This design comes from an exercise in tuning for small area, a short achievable clock period and few clock cycles per item on the open sky130 flow, not from production work. Function was checked by simulation only, so behaviour that the tests miss may differ from the original.

// biriscv_divider
module biriscv_divider
(
     input           clk_i
    ,input           rst_i
    ,input           opcode_valid_i
    ,input  [ 31:0]  opcode_opcode_i
    ,input  [ 31:0]  opcode_pc_i
    ,input           opcode_invalid_i
    ,input  [  4:0]  opcode_rd_idx_i
    ,input  [  4:0]  opcode_ra_idx_i
    ,input  [  4:0]  opcode_rb_idx_i
    ,input  [ 31:0]  opcode_ra_operand_i
    ,input  [ 31:0]  opcode_rb_operand_i
    ,output          writeback_valid_o
    ,output [ 31:0]  writeback_value_o
);
==> flow/config.mk <==
export PLATFORM = sky130hd
export DESIGN_NAME = biriscv_divider
export DESIGN_NICKNAME = biriscv_divider
export VERILOG_FILES = /design/flow/design.v
export SDC_FILE = /design/flow/constraint.sdc
export NUM_CORES = 8
export LEC_CHECK = 0
export CAP_MARGIN = 20
export CORE_MARGIN = 2
export CORE_UTILIZATION = 40
export SETUP_SLACK_MARGIN = 1.4
export SLEW_MARGIN = 20
==> flow/constraint.sdc <==
create_clock -name core_clock -period 7.0 [get_ports {clk_i}]
set_input_delay 1.4000 -clock core_clock [delete_from_list [all_inputs] [get_ports {clk_i}]]
set_output_delay 1.4000 -clock core_clock [all_outputs]
set_load 0.01 [all_outputs]
standard.sh (not shown) runs the stock make flow with config.mk's settings and CLKGATE_MAP_FILE= SYNTH_SCRIPT=/design/flow/synth_recipe.tcl, a recipe that flattens the netlist after the stock synthesis.
==> flow/flow/run.sh <==
#!/bin/bash
# Standard layout, with plain buffers (buf_1) on the ports instead of the
# default delay cells; repair resizes them where timing needs it.
set -euo pipefail
export BUFFER_PORTS_ARGS="-buffer_cell sky130_fd_sc_hd__buf_1"
bash standard.sh > standard.log 2>&1
Testbench counts at the start, summed over its fixed seeds: cycles 19,868, ops 4,800.
Next try:
--- a/flow/config.mk
+++ b/flow/config.mk
@@ -10,3 +10,4 @@
 export CORE_UTILIZATION = 40
-export SETUP_SLACK_MARGIN = 1.4
+export GPL_TIMING_DRIVEN = 0
+export SETUP_SLACK_MARGIN = 1.25
 export SLEW_MARGIN = 20
What happened: Setup slack loses 0.060 ns; sequential share of layout area fell by 0.27 points; cell area rose slightly; worst hold slack improved by 0.0035 ns; global-route usage is higher by 3.0 points; cell count rose by a few percent.


build 14:
Another version of the RTL of biriscv_divider (not shown whole).
Size in the first run: roughly 1900 cells after synthesis, ~110 flip-flops, roughly 180 I/O pins.
==> flow/design.v (excerpt) <==
module biriscv_divider
(
     input           clk_i
    ,input           rst_i
    ,input           opcode_valid_i
    ,input  [ 31:0]  opcode_opcode_i
    ,input  [ 31:0]  opcode_pc_i
    ,input           opcode_invalid_i
    ,input  [  4:0]  opcode_rd_idx_i
    ,input  [  4:0]  opcode_ra_idx_i
    ,input  [  4:0]  opcode_rb_idx_i
    ,input  [ 31:0]  opcode_ra_operand_i
    ,input  [ 31:0]  opcode_rb_operand_i
    ,output          writeback_valid_o
    ,output [ 31:0]  writeback_value_o
);
==> flow/config.mk <==
export PLATFORM = sky130hd
export DESIGN_NAME = biriscv_divider
export DESIGN_NICKNAME = biriscv_divider
export VERILOG_FILES = /design/flow/design.v
export SDC_FILE = /design/flow/constraint.sdc
export NUM_CORES = 8
export LEC_CHECK = 0
export CAP_MARGIN = 20
export CORE_MARGIN = 2
export CORE_UTILIZATION = 40
export SETUP_SLACK_MARGIN = 1.75
export SLEW_MARGIN = 20
==> flow/constraint.sdc <==
create_clock -name core_clock -period 7.0 [get_ports {clk_i}]
set_input_delay 1.4000 -clock core_clock [delete_from_list [all_inputs] [get_ports {clk_i}]]
set_output_delay 1.4000 -clock core_clock [all_outputs]
set_load 0.01 [all_outputs]
run.sh (not shown) runs the stock make flow with config.mk's settings and CLKGATE_MAP_FILE= SYNTH_SCRIPT=/design/flow/synth_recipe.tcl, a recipe that flattens the netlist after the stock synthesis.
Stock flow here: none of the scripts above is used.
Testbench counts of build 14, summed over its fixed seeds: cycles 19,588, ops 4,800.
Relative to build 14, the following input files were edited for build 41:
==> flow/flow/run.sh (new file) <==
#!/bin/bash
# Standard layout, with plain buffers (buf_1) on the ports instead of the
# default delay cells; repair resizes them where timing needs it.
set -euo pipefail
export BUFFER_PORTS_ARGS="-buffer_cell sky130_fd_sc_hd__buf_1"
bash standard.sh > standard.log 2>&1
==> flow/standard.sh (new file) <==
#!/bin/bash
# synth_recipe.tcl (not shown) runs the flow's synth.tcl, then flattens the netlist and writes it again
# the make line also repeats each setting of config.mk as NAME=value (left out here)
make -C /OpenROAD-flow-scripts/flow DESIGN_CONFIG=/design/flow/config.mk WORK_HOME=/design/flow/orfs CLKGATE_MAP_FILE= SYNTH_SCRIPT=/design/flow/synth_recipe.tcl "${@:-finish}"
removed: flow/run.sh
--- outcome ---
- Core utilization down 1.0 points in build 41 wrt build 14
- Summary: final critical-path required period, build 41 better than build 14
- Delta (build 41 minus build 14): layout cell share with drive strength beyond 1 grew by 0.77 points, number of multi-input combinational cells in the layout shows no meaningful change.
- [compare] base=build 14 new=build 41: via count higher, share of synthesized area occupied by flip-flops and latches level, cell area after layout decreased by 350 sq um relative to the old numbers, worst setup slack went up 0.076 ns, data required time of the worst path ~0 delta.
Inputs modified between build 41 and build 91:
Settings: SETUP_SLACK_MARGIN: 1.75 -> 1.5.
==> flow/run.sh (new file) <==
#!/bin/bash
# synth_recipe.tcl (not shown) runs the flow's synth.tcl, then flattens the netlist and writes it again
# the make line also repeats each setting of config.mk as NAME=value (left out here)
make -C /OpenROAD-flow-scripts/flow DESIGN_CONFIG=/design/flow/config.mk WORK_HOME=/design/flow/orfs CLKGATE_MAP_FILE= SYNTH_SCRIPT=/design/flow/synth_recipe.tcl finish
removed: flow/flow/run.sh
removed: flow/standard.sh
--- outcome ---
Worst hold slack, build 41 and build 91: lower on build 91. Comparing build 41 and build 91, the higher number of vias per cell is on build 41. Total half-perimeter wirelength after legalization and detailed placement: build 41 and build 91 compared, higher one is build 91. Taking build 41 over build 91, the post-cts repair resize count ratio works out to 0.80.
Modified inputs, build 66 compared to build 91
Settings: SETUP_SLACK_MARGIN now 0.75, was 1.5.
==> flow/flow/run.sh (new file) <==
#!/bin/bash
# Standard layout, with plain buffers (buf_1) on the ports instead of the
# default delay cells; repair resizes them where timing needs it.
set -euo pipefail
export BUFFER_PORTS_ARGS="-buffer_cell sky130_fd_sc_hd__buf_1"
bash standard.sh > standard.log 2>&1
==> flow/standard.sh (new file) <==
#!/bin/bash
# synth_recipe.tcl (not shown) runs the flow's synth.tcl, then flattens the netlist and writes it again
# the make line also repeats each setting of config.mk as NAME=value (left out here)
make -C /OpenROAD-flow-scripts/flow DESIGN_CONFIG=/design/flow/config.mk WORK_HOME=/design/flow/orfs CLKGATE_MAP_FILE= SYNTH_SCRIPT=/design/flow/synth_recipe.tcl "${@:-finish}"
removed: flow/run.sh
--- outcome ---
From build 91 to build 66 the numbers moved as follows: global-route usage has decreased, routed via count divided by cell count shows a reduction of 1.6%.
When build 66 is set beside build 91, its setup slack after placement turns out to be 0.12 ns larger.
Final instance count without filler cells shrinks by a few percent when moving from build 91 to build 66.
Compared with build 91, build 66 shows count of non-CTS inverters in the layout that has gone down slightly.
For wire length, dividing the value from build 91 by the value from build 66 gives 1.07.
Of build 91 and build 66, build 66 shows the higher fill cell instance count of the final layout, with build 91 below it.
Relative to build 66, the following input files were edited for build 35:
Settings: swapping 0.75 for 1.5 in SETUP_SLACK_MARGIN.
==> comparison <==
Delta (build 35 minus build 66): wire length on met3 rose 42%, layout-stage area growth over the synthesis result climbed 8.8 points, count of buffering cells on the critical path with inverters included +1. Routed wire in build 35 totals more than in build 66. Build 35: average wire per standard cell higher than build 66.
Input-level comparison between build 64 and build 35:
Settings: SETUP_SLACK_MARGIN changed from 1.5 to 1.25.
==> notes.md <==
Non-clock buffer share of cell area: build 64 < build 35
Final wirelength: build 64 < build 35
In the metrics for build 35 and build 64, the one carrying the lower layout filler cell count is build 35.
Summary of build 64 over build 35: placer congestion estimate increased 0.033; final non-filler cell area decreased about 4.5%; largest fanout of any net on the critical path decreased 6.
Sort build 35 and build 64 by slew at the pin closest to its max-slew limit desc -> top: build 64
[compare] base=build 35 new=build 64: via count moved down; adder-cell share of the synthesized area comparable.

static timing again, ports no longer ideal:
No port has a modelled driver above. Below, the same layouts with a new extraction and two added sets of constraints.
Step 1, drivers: a clkbuf_16 drives clk_i and a buf_2 each remaining input, both assumed.
Step 2, shift: input delay + t, output delay - t, t = (earliest + latest rising clock arrival at the registers) / 2. This alone moves slack from input paths to output paths.
Slacks: ideal / step 1 / step 2; pairs: ideal / step 1.
run | shift t [ns] | slack for setup (ns) | worst setup path at the end | clock arrival spread, ns
the first run of note 1 | 0.381 | 1.487 / 1.507 / 1.126 | input to register | 0.014 / 0.014
the second run of note 1 | 0.392 | 1.427 / 1.408 / 1.016 | input to register | 0.010 / 0.010
build 14 | 0.406 | 1.556 / 1.582 / 1.176 | input to register | 0.011 / 0.011
build 41 | 0.408 | 1.633 / 1.633 / 1.225 | input to register | 0.013 / 0.013
build 91 | 0.401 | 1.663 / 1.656 / 1.287 | input to register | 0.011 / 0.011
build 66 | 0.395 | 1.099 / 1.121 / 0.726 | input to register | 0.009 / 0.009
build 35 | 0.403 | 1.491 / 1.516 / 1.113 | input to register | 0.007 / 0.007
build 64 | 0.410 | 1.518 / 1.503 / 1.135 | input to register | 0.011 / 0.010
After both steps setup and hold are still met in every run listed. The setup slack of the second run of note 1, which loses most, moves by -0.019 ns with the drivers and by -0.411 ns with both steps.
